This is an optimization exercise on Yosys and OpenROAD, whose aim is small area, not a production implementation.
The RTL was checked by simulation tests, not by an equivalence proof against the original design.

==> trial 19: inputs <==
## calc_cost_bt
module calc_cost_bt (
    input wire                     clk,
    input wire                     rst,
    input wire [11-1:0]   i_width,
    input wire             [7:0]   i_pixel_left_row0,
    input wire             [7:0]   i_pixel_left_row1,
    input wire             [7:0]   i_pixel_left_row2,
    input wire             [7:0]   i_pixel_right_row0,
    input wire             [7:0]   i_pixel_right_row1,
    input wire             [7:0]   i_pixel_right_row2,
    input wire                     i_rst_calc_cost,
    input wire                     i_reverse,
    input wire [8-1:0]   i_min_disp,
    input wire [8-1:0]   i_max_disp,
    output reg    [128*8-1:0]   o_data,
    output reg                     o_valid,
    output reg                     o_calc_cost_one_row_done
);
reg   [11-1:0] x;
reg                     go;
reg    [2:0] delay_cycles;
reg          state;
function automatic ge12(input [11:0] a, input [11:0] b);
    integer k;
    reg c;
    begin
        c = 1'b1;
        for (k = 0; k < 12; k = k + 1)
            c = (a[k] & ~b[k]) | (a[k] & c) | (~b[k] & c);
        ge12 = c;
    end
endfunction
function automatic [11:0] add12(input [11:0] a, input [11:0] b, input ci);
    integer k;
    reg c;
    begin
        c = ci;
        for (k = 0; k < 12; k = k + 1) begin
            add12[k] = a[k] ^ b[k] ^ c;
  ...
clock: 12.0 ns
lec_check: 0
cap_margin: 20
core_margin: 2
core_utilization: 60
cts_cluster_diameter: 100
cts_cluster_size: 20
slew_margin: 20
synth_hierarchical: 1
synth_minimum_keep_size: 0
standard.sh (not shown) runs the stock make flow with config.mk's settings and CLKGATE_MAP_FILE= SYNTH_SCRIPT=/design/flow/synth_recipe.tcl, a recipe that flattens the netlist after the stock synthesis.
==> flow/flow/run.sh <==
#!/bin/bash
# Own layout flow: the standard flow (standard.sh, with config.mk's settings) with two
# changes that leave the netlist's logic and registers as the standard synthesis makes them:
#  1. after the standard synthesis, the gates of the disparity lanes that Yosys/ABC sized up
#     (a2bb2oi_2, maj3_2, mux2_4) are put back to their smallest size (drive strength only);
#  2. the port buffers that placement puts on every input and output are the platform's
#     smallest buffer (sky130_fd_sc_hd__buf_1).
# Floorplan, power grid, placement, CTS and routing are otherwise standard.sh's own.
set -euo pipefail
W=$(pwd)
R=$W/orfs/results/sky130hd/calc_cost_bt/base
{
  cat "$W/config.mk"
  echo "export BUFFER_PORTS_ARGS = -buffer_cell sky130_fd_sc_hd__buf_1"
} > "$W/config_own.mk"
sed "s#DESIGN_CONFIG=[^ ]*#DESIGN_CONFIG=$W/config_own.mk#" "$W/standard.sh" > "$W/standard_own.sh"
# 1. standard synthesis
bash "$W/standard_own.sh" synth > "$W/synth.log" 2>&1
# drive strengths of the lane gates
python3 - "$R/1_2_yosys.v" > "$W/resize.log" 2>&1 <<'PY'
import re, sys
p = sys.argv[1]
src = open(p).read()
swap = {'a2bb2oi_2': 'a2bb2oi_1', 'maj3_2': 'maj3_1', 'mux2_4': 'mux2_1'}
count = {}
def sub(m):
    cell = m.group(2)
    count[cell] = count.get(cell, 0) + 1
    return m.group(1) + 'sky130_fd_sc_hd__' + swap[cell] + m.group(3)
pat = re.compile(r'^(\s*)sky130_fd_sc_hd__(' + '|'.join(swap) + r')(\s)', re.M)
out = pat.sub(sub, src)
open(p, 'w').write(out)
print('resized:', count)
PY
rm -f "$R/1_synth.odb" "$R/1_synth.sdc"
# 2. the rest of the standard flow
bash "$W/standard_own.sh" "$@" > "$W/flow.log" 2>&1
==> build 27: changes against trial 19 <==
--- a/flow/design.v
+++ b/flow/design.v
@@ -22,20 +22,25 @@
 endmodule
 module c_or2 (input wire a, input wire b, output wire y);
 assign y = a | b;
 endmodule
 module c_xnor2 (input wire a, input wire b, output wire y);
 assign y = ~(a ^ b);
 endmodule
+module c_nor2 (input wire a, input wire b, output wire y);
+assign y = ~(a | b);
+endmodule
 module c_inv (input wire a, output wire y);
 assign y = ~a;
 endmodule
-module c_a222oi (input wire a1, input wire a2, input wire b1, input wire b2, input wire c1,
-                 input wire c2, output wire y);
-assign y = ~((a1 & a2) | (b1 & b2) | (c1 & c2));
+module c_mux2 (input wire a0, input wire a1, input wire s, output wire y);
+assign y = s ? a1 : a0;
+endmodule
+module c_mux2i (input wire a0, input wire a1, input wire s, output wire y);
+assign y = ~(s ? a1 : a0);
 endmodule
 module bt_addc #(parameter W = 8, parameter LO = 0, parameter CI1 = 0) (
 	input wire  [W-1:0]  a,
 	input wire  [W-1:0]  b,
 	output wire [W-1:LO] s,
 	output wire          co
 );
@@ -59,15 +64,15 @@
 assign co = c[W];
 endmodule
 module bt_lane (
 	input wire [7:0] nu, u, nu1, nu0,
 	input wire [6:0] nug, ug, ug1, ug0p1,
 	input wire [7:0] v1, nv0, v,
 	input wire [6:0] vg1, nvg0, nvg,
-	output wire [7:0] ncost
+	output wire [7:0] costx
 );
 genvar k;
 wire [7:2] sa, sb, sc, sd;
 wire ca, cb, cc, cd;
 bt_addc #(8, 2, 0) i_a (.a(v1), .b(nu),  .s(sa), .co(ca));    
 bt_addc #(8, 2, 0) i_b (.a(u),  .b(nv0), .s(sb), .co(cb));    
 bt_addc #(8, 2, 1) i_c (.a(v),  .b(nu1), .s(sc), .co(cc));    
@@ -108,58 +113,54 @@
 c_inv u_gnge (.a(gk[7]), .y(gnge));
 wire [6:0] ngi;
 generate for (k = 0; k < 7; k = k + 1) begin : g_gci
 	c_a2bb2oi u (.a1_n(gnge), .a2_n(ng1[k]), .b1(gnge), .b2(g0[k]), .y(ngi[k]));
 end endgenerate
 wire [6:1] ak;
 wire [5:1] ns;
-c_xnor2 u_s0 (.a(nci[0]), .b(ngi[0]), .y(ncost[0]));
+c_xnor2 u_s0 (.a(nci[0]), .b(ngi[0]), .y(costx[0]));
 c_or2  u_ak1 (.a(nci[0]), .b(ngi[0]), .y(ak[1]));
 generate for (k = 1; k < 6; k = k + 1) begin : g_ad
 	c_fa u (.a(nci[k]), .b(ngi[k]), .ci(ak[k]), .s(ns[k]), .co(ak[k+1]));
 end endgenerate
-c_xnor2 u_s6 (.a(ngi[6]), .b(ak[6]), .y(ncost[6]));
-c_or2   u_s7 (.a(ngi[6]), .b(ak[6]), .y(ncost[7]));
-assign ncost[5:1] = ns;
+c_xnor2 u_s6 (.a(ngi[6]), .b(ak[6]), .y(costx[6]));
+c_nor2 u_s7 (.a(ngi[6]), .b(ak[6]), .y(costx[7]));
+assign costx[5:1] = ns;
 endmodule
 module bt_pair (
-	input wire        hold,
-	input wire        s_lr,
-	input wire        s_rl,
+	input wire        rev,
 	input wire [7:0]  nu, u, nu1, nu0,
 	input wire [6:0]  nug, ug, ug1, ug0p1,
 	input wire [44:0] e_lo,
 	input wire [44:0] e_hi,
-	input wire [7:0]  q_lo,
-	input wire [7:0]  q_hi,
-	output wire [7:0] d_lo,
-	output wire [7:0] d_hi
+	output wire [7:0] o_lo,
+	output wire [7:0] o_hi
 );
-wire [7:0] nx_lo, nx_hi;    
+wire [7:0] x_lo, x_hi;    
 bt_lane lane_lo (
 	.nu(nu), .u(u), .nu1(nu1), .nu0(nu0), .nug(nug), .ug(ug), .ug1(ug1), .ug0p1(ug0p1),
 	.v1(e_lo[44:37]), .nv0(e_lo[36:29]), .v(e_lo[28:21]),
 	.vg1(e_lo[20:14]), .nvg0(e_lo[13:7]), .nvg(e_lo[6:0]),
-	.ncost(nx_lo)
+	.costx(x_lo)
 );
 bt_lane lane_hi (
 	.nu(nu), .u(u), .nu1(nu1), .nu0(nu0), .nug(nug), .ug(ug), .ug1(ug1), .ug0p1(ug0p1),
 	.v1(e_hi[44:37]), .nv0(e_hi[36:29]), .v(e_hi[28:21]),
 	.vg1(e_hi[20:14]), .nvg0(e_hi[13:7]), .nvg(e_hi[6:0]),
-	.ncost(nx_hi)
+	.costx(x_hi)
 );
-wire [7:0] nq_lo, nq_hi;
 genvar k;
-generate for (k = 0; k < 8; k = k + 1) begin : g_out
-	c_inv    i_lo (.a(q_lo[k]), .y(nq_lo[k]));
-	c_inv    i_hi (.a(q_hi[k]), .y(nq_hi[k]));
-	c_a222oi m_lo (.a1(nq_lo[k]), .a2(hold), .b1(nx_lo[k]), .b2(s_lr), .c1(nx_hi[k]), .c2(s_rl),
-	               .y(d_lo[k]));
-	c_a222oi m_hi (.a1(nq_hi[k]), .a2(hold), .b1(nx_hi[k]), .b2(s_lr), .c1(nx_lo[k]), .c2(s_rl),
-	               .y(d_hi[k]));
+generate for (k = 0; k < 8; k = k + 1) begin : g_mux
+	if (k <= 6) begin : g_inv
+		c_mux2i m_lo (.a0(x_hi[k]), .a1(x_lo[k]), .s(rev), .y(o_lo[k]));
+		c_mux2i m_hi (.a0(x_lo[k]), .a1(x_hi[k]), .s(rev), .y(o_hi[k]));
+	end else begin : g_buf
+		c_mux2 m_lo (.a0(x_hi[k]), .a1(x_lo[k]), .s(rev), .y(o_lo[k]));
+		c_mux2 m_hi (.a0(x_lo[k]), .a1(x_hi[k]), .s(rev), .y(o_hi[k]));
+	end
 end endgenerate
 endmodule
 module bt_minmax #(parameter W = 8) (
 	input wire [W-1:0]  l, c, r,
 	input wire          gt_lc, gt_cr,
 	output wire [W-1:0] o_min, o_max
 );
@@ -322,32 +323,29 @@
         rb_v1   <= r_pix1;
         rb_nv0  <= ~r_pix0;
         rb_vg1  <= r_grd1;
         rb_nvg0 <= ~r_grd0;
         rb_nvg  <= ~r_grd;
     end
 end
-wire [7:0] lane_next [0:128-1];
-wire       o_hold = !go;
-wire       o_s_lr = go && i_reverse;
-wire       o_s_rl = go && !i_reverse;
+wire [7:0] lane_out [0:128-1];
 genvar gi;
 generate for (gi = 0; gi < 128/2; gi = gi + 1) begin : g_pair
     bt_pair pair (
-        .hold(o_hold), .s_lr(o_s_lr), .s_rl(o_s_rl),
+        .rev(i_reverse),
         .nu(nu), .u(u), .nu1(nu1), .nu0(nu0),
         .nug(nug), .ug(ug), .ug1(ug1), .ug0p1(ug0p1),
         .e_lo(right_buffer[gi]), .e_hi(gi == 0 ? rb_head : right_buffer[128-1-gi]),
-        .q_lo(o_data[(128-1-gi)*8 +: 8]), .q_hi(o_data[gi*8 +: 8]),
-        .d_lo(lane_next[gi]), .d_hi(lane_next[128-1-gi])
+        .o_lo(lane_out[gi]), .o_hi(lane_out[128-1-gi])
     );
 end endgenerate
 always @(posedge clk) begin
-    for (ii = 0; ii < 128; ii = ii+1)
-        o_data[(128-1-ii)*8 +: 8] <= lane_next[ii];
+    if (go)
+        for (ii = 0; ii < 128; ii = ii+1)
+            o_data[(128-1-ii)*8 +: 8] <= lane_out[ii];
 end
 endmodule
 module bt_front (
     input wire        clk,
     input wire        go,
     input wire        rev,
     input wire        pad,
==> trial 74: changes against trial 19 <==
--- a/flow/design.v
+++ b/flow/design.v
@@ -19,23 +19,28 @@
 endmodule
 module c_and2 (input wire a, input wire b, output wire y);
 assign y = a & b;
 endmodule
 module c_or2 (input wire a, input wire b, output wire y);
 assign y = a | b;
 endmodule
-module c_xnor2 (input wire a, input wire b, output wire y);
-assign y = ~(a ^ b);
+module c_xor2 (input wire a, input wire b, output wire y);
+assign y = a ^ b;
+endmodule
+module c_nor2 (input wire a, input wire b, output wire y);
+assign y = ~(a | b);
 endmodule
 module c_inv (input wire a, output wire y);
 assign y = ~a;
 endmodule
-module c_a222oi (input wire a1, input wire a2, input wire b1, input wire b2, input wire c1,
-                 input wire c2, output wire y);
-assign y = ~((a1 & a2) | (b1 & b2) | (c1 & c2));
+module c_mux2 (input wire a0, input wire a1, input wire s, output wire y);
+assign y = s ? a1 : a0;
+endmodule
+module c_mux2i (input wire a0, input wire a1, input wire s, output wire y);
+assign y = ~(s ? a1 : a0);
 endmodule
 module bt_addc #(parameter W = 8, parameter LO = 0, parameter CI1 = 0) (
 	input wire  [W-1:0]  a,
 	input wire  [W-1:0]  b,
 	output wire [W-1:LO] s,
 	output wire          co
 );
@@ -59,15 +64,15 @@
 assign co = c[W];
 endmodule
 module bt_lane (
 	input wire [7:0] nu, u, nu1, nu0,
 	input wire [6:0] nug, ug, ug1, ug0p1,
 	input wire [7:0] v1, nv0, v,
 	input wire [6:0] vg1, nvg0, nvg,
-	output wire [7:0] ncost
+	output wire [7:0] costx
 );
 genvar k;
 wire [7:2] sa, sb, sc, sd;
 wire ca, cb, cc, cd;
 bt_addc #(8, 2, 0) i_a (.a(v1), .b(nu),  .s(sa), .co(ca));    
 bt_addc #(8, 2, 0) i_b (.a(u),  .b(nv0), .s(sb), .co(cb));    
 bt_addc #(8, 2, 1) i_c (.a(v),  .b(nu1), .s(sc), .co(cc));    
@@ -108,58 +113,54 @@
 c_inv u_gnge (.a(gk[7]), .y(gnge));
 wire [6:0] ngi;
 generate for (k = 0; k < 7; k = k + 1) begin : g_gci
 	c_a2bb2oi u (.a1_n(gnge), .a2_n(ng1[k]), .b1(gnge), .b2(g0[k]), .y(ngi[k]));
 end endgenerate
 wire [6:1] ak;
 wire [5:1] ns;
-c_xnor2 u_s0 (.a(nci[0]), .b(ngi[0]), .y(ncost[0]));
+c_xor2 u_s0  (.a(nci[0]), .b(ngi[0]), .y(costx[0]));
 c_or2  u_ak1 (.a(nci[0]), .b(ngi[0]), .y(ak[1]));
 generate for (k = 1; k < 6; k = k + 1) begin : g_ad
 	c_fa u (.a(nci[k]), .b(ngi[k]), .ci(ak[k]), .s(ns[k]), .co(ak[k+1]));
 end endgenerate
-c_xnor2 u_s6 (.a(ngi[6]), .b(ak[6]), .y(ncost[6]));
-c_or2   u_s7 (.a(ngi[6]), .b(ak[6]), .y(ncost[7]));
-assign ncost[5:1] = ns;
+c_xor2 u_s6 (.a(ngi[6]), .b(ak[6]), .y(costx[6]));
+c_nor2 u_s7 (.a(ngi[6]), .b(ak[6]), .y(costx[7]));
+assign costx[5:1] = ns;
 endmodule
 module bt_pair (
-	input wire        hold,
-	input wire        s_lr,
-	input wire        s_rl,
+	input wire        rev,
 	input wire [7:0]  nu, u, nu1, nu0,
 	input wire [6:0]  nug, ug, ug1, ug0p1,
 	input wire [44:0] e_lo,
 	input wire [44:0] e_hi,
-	input wire [7:0]  q_lo,
-	input wire [7:0]  q_hi,
-	output wire [7:0] d_lo,
-	output wire [7:0] d_hi
+	output wire [7:0] o_lo,
+	output wire [7:0] o_hi
 );
-wire [7:0] nx_lo, nx_hi;    
+wire [7:0] x_lo, x_hi;    
 bt_lane lane_lo (
 	.nu(nu), .u(u), .nu1(nu1), .nu0(nu0), .nug(nug), .ug(ug), .ug1(ug1), .ug0p1(ug0p1),
 	.v1(e_lo[44:37]), .nv0(e_lo[36:29]), .v(e_lo[28:21]),
 	.vg1(e_lo[20:14]), .nvg0(e_lo[13:7]), .nvg(e_lo[6:0]),
-	.ncost(nx_lo)
+	.costx(x_lo)
 );
 bt_lane lane_hi (
 	.nu(nu), .u(u), .nu1(nu1), .nu0(nu0), .nug(nug), .ug(ug), .ug1(ug1), .ug0p1(ug0p1),
 	.v1(e_hi[44:37]), .nv0(e_hi[36:29]), .v(e_hi[28:21]),
 	.vg1(e_hi[20:14]), .nvg0(e_hi[13:7]), .nvg(e_hi[6:0]),
-	.ncost(nx_hi)
+	.costx(x_hi)
 );
-wire [7:0] nq_lo, nq_hi;
 genvar k;
-generate for (k = 0; k < 8; k = k + 1) begin : g_out
-	c_inv    i_lo (.a(q_lo[k]), .y(nq_lo[k]));
-	c_inv    i_hi (.a(q_hi[k]), .y(nq_hi[k]));
-	c_a222oi m_lo (.a1(nq_lo[k]), .a2(hold), .b1(nx_lo[k]), .b2(s_lr), .c1(nx_hi[k]), .c2(s_rl),
-	               .y(d_lo[k]));
-	c_a222oi m_hi (.a1(nq_hi[k]), .a2(hold), .b1(nx_hi[k]), .b2(s_lr), .c1(nx_lo[k]), .c2(s_rl),
-	               .y(d_hi[k]));
+generate for (k = 0; k < 8; k = k + 1) begin : g_mux
+	if (k >= 1 && k <= 5) begin : g_inv
+		c_mux2i m_lo (.a0(x_hi[k]), .a1(x_lo[k]), .s(rev), .y(o_lo[k]));
+		c_mux2i m_hi (.a0(x_lo[k]), .a1(x_hi[k]), .s(rev), .y(o_hi[k]));
+	end else begin : g_buf
+		c_mux2 m_lo (.a0(x_hi[k]), .a1(x_lo[k]), .s(rev), .y(o_lo[k]));
+		c_mux2 m_hi (.a0(x_lo[k]), .a1(x_hi[k]), .s(rev), .y(o_hi[k]));
+	end
 end endgenerate
 endmodule
 module bt_minmax #(parameter W = 8) (
 	input wire [W-1:0]  l, c, r,
 	input wire          gt_lc, gt_cr,
 	output wire [W-1:0] o_min, o_max
 );
@@ -295,59 +296,56 @@
 );
 bt_front front_r (
     .clk(clk), .go(go), .rev(i_reverse), .pad(pad_right),
     .i_row0(i_pixel_right_row0), .i_row1(i_pixel_right_row1), .i_row2(i_pixel_right_row2),
     .o_pix(r_pix), .o_pix0(r_pix0), .o_pix1(r_pix1), .o_pix_d(r_pix_d),
     .o_grd(r_grd), .o_grd0(r_grd0), .o_grd1(r_grd1), .o_grd_d(r_grd_d)
 );
-reg  [7:0] nu1, nu0;
-reg  [6:0] ug1, ug0p1;
-wire [7:0] u   = l_pix_d;
-wire [6:0] ug  = l_grd_d;
-wire [7:0] nu  = ~u;
-wire [6:0] nug = ~ug;
+reg  [7:0] nu, nu1, nu0;
+reg  [6:0] nug, ug1, ug0p1;
+wire [7:0] u  = l_pix_d;
+wire [6:0] ug = l_grd_d;
 reg  [44:0] right_buffer [0:128-2];
 reg   [7:0] rb_v1, rb_nv0;
 reg   [6:0] rb_vg1, rb_nvg0, rb_nvg;
 wire [44:0] rb_head = {rb_v1, rb_nv0, r_pix_d, rb_vg1, rb_nvg0, rb_nvg};
 integer ii;
 always @(posedge clk) begin
     if (go) begin
+        nu    <= ~l_pix;
         nu1   <= ~l_pix1;
         nu0   <= ~l_pix0;
+        nug   <= ~l_grd;
         ug1   <= l_grd1;
         ug0p1 <= l_grd0 + 7'd1;
         for (ii = 0; ii < 128-2; ii = ii+1)
             right_buffer[ii] <= right_buffer[ii+1];
         right_buffer[128-2] <= rb_head;
         rb_v1   <= r_pix1;
         rb_nv0  <= ~r_pix0;
         rb_vg1  <= r_grd1;
         rb_nvg0 <= ~r_grd0;
         rb_nvg  <= ~r_grd;
     end
 end
-wire [7:0] lane_next [0:128-1];
-wire       o_hold = !go;
-wire       o_s_lr = go && i_reverse;
-wire       o_s_rl = go && !i_reverse;
+wire [7:0] lane_out [0:128-1];
 genvar gi;
 generate for (gi = 0; gi < 128/2; gi = gi + 1) begin : g_pair
     bt_pair pair (
-        .hold(o_hold), .s_lr(o_s_lr), .s_rl(o_s_rl),
+        .rev(i_reverse),
         .nu(nu), .u(u), .nu1(nu1), .nu0(nu0),
         .nug(nug), .ug(ug), .ug1(ug1), .ug0p1(ug0p1),
         .e_lo(right_buffer[gi]), .e_hi(gi == 0 ? rb_head : right_buffer[128-1-gi]),
-        .q_lo(o_data[(128-1-gi)*8 +: 8]), .q_hi(o_data[gi*8 +: 8]),
-        .d_lo(lane_next[gi]), .d_hi(lane_next[128-1-gi])
+        .o_lo(lane_out[gi]), .o_hi(lane_out[128-1-gi])
     );
 end endgenerate
 always @(posedge clk) begin
-    for (ii = 0; ii < 128; ii = ii+1)
-        o_data[(128-1-ii)*8 +: 8] <= lane_next[ii];
+    if (go)
+        for (ii = 0; ii < 128; ii = ii+1)
+            o_data[(128-1-ii)*8 +: 8] <= lane_out[ii];
 end
 endmodule
 module bt_front (
     input wire        clk,
     input wire        go,
     input wire        rev,
     input wire        pad,
==> notes <==
Area after synthesis, lowest first: trial 19, build 27, trial 74.
Global-route usage, lowest first: build 27, trial 74, trial 19.
Between build 27 and trial 74, the lower utilization is in build 27 (gap 0.20 points).
Non-clock buffer count: build 27 < trial 74 < trial 19.
Between build 27 and trial 74, the lower first-iteration DRC count is in build 27 (gap 3.3%, measured against trial 74).
In flip-flop and latch count, trial 19 and build 27 do not differ.
==> figures <==
Fraction of area in clock buffers and inverters: trial 74 0.0234; trial 19 0.0249; build 27 0.0226
Post-synthesis to final-layout area growth: trial 74 7.44%; trial 19 7.57%; build 27 7.16%
Row Count: trial 74 314; trial 19 312; build 27 314
Post-Route Skew: trial 74 0.0650 ns; trial 19 0.0585 ns; build 27 0.0570 ns
Nets in the synthesized netlist: trial 74 32644; trial 19 33653; build 27 32633
Crit path max fanout: trial 74 33; trial 19 55; build 27 45
Area of combinational cells with multiple inputs: trial 74 228000 sq um; trial 19 228000 sq um; build 27 228000 sq um
Layout fillers: trial 74 51678; trial 19 51817; build 27 51610
Synthesized cell area: trial 74 441000 sq um; trial 19 434000 sq um; build 27 440000 sq um
Cell with the largest stage delay on the worst path: trial 74 sky130_fd_sc_hd__edfxtp_1; trial 19 sky130_fd_sc_hd__buf_4; build 27 sky130_fd_sc_hd__edfxtp_1
Outcome: trial 74 timing/DRC/antenna clean; trial 19 timing/DRC/antenna clean; build 27 timing/DRC/antenna clean
Worst endpoint data arrival time: trial 74 11.33 ns; trial 19 11.51 ns; build 27 11.09 ns
Number of cells in the design after placement: trial 74 36353; trial 19 37160; build 27 36302
Fraction of standard cell area that is sequential: trial 74 0.444; trial 19 0.428; build 27 0.445
Cts bufs inserted: trial 74 399; trial 19 393; build 27 395

-- afterwards: timing with drivers on the ports --
No port has a modelled driver above. Below, the same layouts with a new extraction and two added sets of constraints. Step 1 sets driving cells, clkbuf_16 on the clock port and buf_2 on the other inputs (assumed; they add their load-dependent delay and slew). Step 2, shift: input delay + t, output delay - t, t = (earliest + latest rising clock arrival at the registers) / 2. This alone moves slack from input paths to output paths. Three values: ideal, step 1, step 2; two values: the first two.
run | t (ns) | setup WS [ns] | worst data-port slew with drivers (ns) | cell pins on the clock port's net
trial 19 | 1.272 | 1.482 / 1.482 / 1.482 | 0.21 | 1
build 27 | 1.277 | 1.752 / 1.752 / 1.752 | 0.03 | 1
trial 74 | 1.286 | 1.535 / 1.535 / 1.535 | 0.07 | 1
After both steps setup and hold are still met in every run listed.
